What follows belongs to an exercise in optimizing a design on an open flow for small area, a short achievable clock period and few clock cycles per item; a production flow would make more cautious choices. RTL that was checked went through simulation tests only; none was proved equivalent to the original. Power and IR drop assume default switching activity.

## FP16_MAC_pipeline
module FP16_MAC_pipeline(
    input [15:0]data_k,
    input [15:0]data_x,
    input [15:0]data_b,
    input rst,
    input input_valid,
    input clk,
    input [1:0]opcode,
    output reg [15:0]data_o,
    output reg output_up,
    output reg [1:0]opcode_o
    );
Size in the first run: roughly 400 flip-flops, ~72 I/O pins, about 0.019 mm² of cells after synthesis.
make LEC_CHECK=0 CAP_MARGIN=20 CORE_MARGIN=2 CORE_UTILIZATION=60 SETUP_SLACK_MARGIN=3.5 SLEW_MARGIN=20 finish   # period 6.0 ns
run.sh (not shown) runs the stock make flow with config.mk's settings and CLKGATE_MAP_FILE= SYNTH_SCRIPT=/design/flow/synth_recipe.tcl, a recipe that flattens the netlist after the stock synthesis.
Testbench counts at the start, summed over its fixed seeds: cycles 2,112, items 2,048.
==> next run, changes <==
--- a/flow/design.v
+++ b/flow/design.v
@@ -619,68 +619,64 @@
         sub_r2 <= sub_r1;
         v_r2 <= v_r1 & ~rst;
     end
     wire [21:0] p_2;
     assign p_2 = {hs111_r2, fs109_r2, fs107_r2, fs105_r2, fs103_r2, fs101_r2, fs99_r2, fs97_r2, fs95_r2, fs93_r2, fs91_r2, fs89_r2, fs87_r2, fs85_r2, fs83_r2, fs81_r2, fs79_r2, fs77_r2, hs75_r2, bn1_r2, pp0_1_r2, pp0_0_r2} + {fc110_r2, fc108_r2, fc106_r2, fc104_r2, fc102_r2, fc100_r2, fc98_r2, fc96_r2, fc94_r2, fc92_r2, fc90_r2, fc88_r2, fc86_r2, fc84_r2, fc82_r2, fc80_r2, fc78_r2, hc76_r2, hc74_r2, hs73_r2, 1'b0, bn0_r2};
     wire [4:0] ad_2;
-    wire dpos_2;
-    wire dz_2;
+    wire ph_2;
     wire bA_2;
     wire eA_2;
     wire bB_2;
     wire eB_2;
     wire signed [6:0] dd_ctl2 = e0_r2 - {2'b00, eb_r2};
     wire [6:0] nd_ctl2 = -dd_ctl2;
-    assign dpos_2 = dd_ctl2 > 7'sd0;
-    assign dz_2 = dd_ctl2 == 7'sd0;
+    assign ph_2 = ~dd_ctl2[6];
     assign ad_2 = dd_ctl2[6] ? nd_ctl2[4:0] : dd_ctl2[4:0];
     assign bA_2 = dd_ctl2 >= 7'sd22;
     assign eA_2 = dd_ctl2 == 7'sd21;
     assign bB_2 = dd_ctl2 <= -7'sd23;
     assign eB_2 = dd_ctl2 == -7'sd22;
     reg [4:0] ad_r3;
     reg bA_r3;
     reg bB_r3;
-    reg dpos_r3;
-    reg dz_r3;
     reg [6:0] e0_r3;
     reg eA_r3;
     reg eB_r3;
     reg [4:0] eb_r3;
     reg [10:0] mb_r3;
     reg [1:0] op_r3;
     reg [21:0] p_r3;
+    reg ph_r3;
     reg sb_r3;
     reg sp_r3;
     reg sub_r3;
     reg v_r3;
     always @(posedge clk) begin
         ad_r3 <= ad_2;
         bA_r3 <= bA_2;
         bB_r3 <= bB_2;
-        dpos_r3 <= dpos_2;
-        dz_r3 <= dz_2;
         e0_r3 <= e0_r2;
         eA_r3 <= eA_2;
         eB_r3 <= eB_2;
         eb_r3 <= eb_r2;
         mb_r3 <= mb_r2;
         op_r3 <= op_r2;
         p_r3 <= p_2;
+        ph_r3 <= ph_2;
         sb_r3 <= sb_r2;
         sp_r3 <= sp_r2;
         sub_r3 <= sub_r2;
         v_r3 <= v_r2 & ~rst;
     end
     wire [32:0] pv_3;
     wire [21:0] gv_3;
     wire [6:0] eh_3;
     wire zs_3;
     wire sh_3;
     wire p21_align3 = p_r3[21];
-    wire ph_align3 = dpos_r3 | (dz_r3 & p21_align3);
+    wire ph_align3 = ph_r3;
     wire [21:0] pp_align3 = {p_r3[21:1], p_r3[0] & ~p21_align3};
     wire big_align3 = ph_align3 ? (bA_r3 | (eA_r3 & p21_align3)) : (bB_r3 | (eB_r3 & ~p21_align3));
     wire [21:0] hi_align3 = ph_align3 ? pp_align3 : {1'b0, mb_r3, 10'd0};
     wire [32:0] lo0_align3 = ph_align3 ? {1'b0, mb_r3, 21'd0} : {pp_align3, 11'd0};
     wire [32:0] lo1_align3 = lo0_align3 >> ad_r3;
     assign zs_3 = ph_align3 & p21_align3;
Effect: The changed run passed the timing, design-rule and antenna checks. Clock-buffer cell count is higher by 2. Setup slack gains 170 ps. Maximum frequency went up by 6.5%. Final area goes down by about 1.1%. Global-route usage decreases by 0.68 points. Via count came out lower by 1.5%. Routed wire length goes down by about 0.6%. Power shrinks by 4.3%. Die area drops by 0.88%. Worst hold slack barely changes. Sequential share of layout area came out higher by 0.35 points. Synthesized cell count drops by 2.1%.
For the second run of this note, only the layout was checked, not whether the RTL still works.

afterwards: timing with drivers on the ports:
In the flow no input, the clock included, has a driving cell. The finished layouts below were timed again as built, in two steps.
Step 1 sets driving cells, clkbuf_16 on the clock port and buf_2 on the other inputs (assumed; they add their load-dependent delay and slew).
Step 2, shift: input delay + t, output delay - t, t = (earliest + latest rising clock arrival at the registers) / 2. This alone moves slack from input paths to output paths.
Three values: ideal, step 1, step 2; two values: the first two.
| run | shift t [ns] | slack for setup (ns) | worst hold slack (ns) |
|---|---|---|---|
| the first run | 0.590 | 3.163 / 3.163 / 3.045 | 0.318 / 0.318 / 0.318 |
| the second run | 0.581 | 3.336 / 3.336 / 3.035 | 0.319 / 0.319 / 0.319 |
After both steps every run listed still meets setup and hold. The setup slack of the second run, which loses most, moves by 0.000 ns with the drivers and by -0.301 ns with both steps.
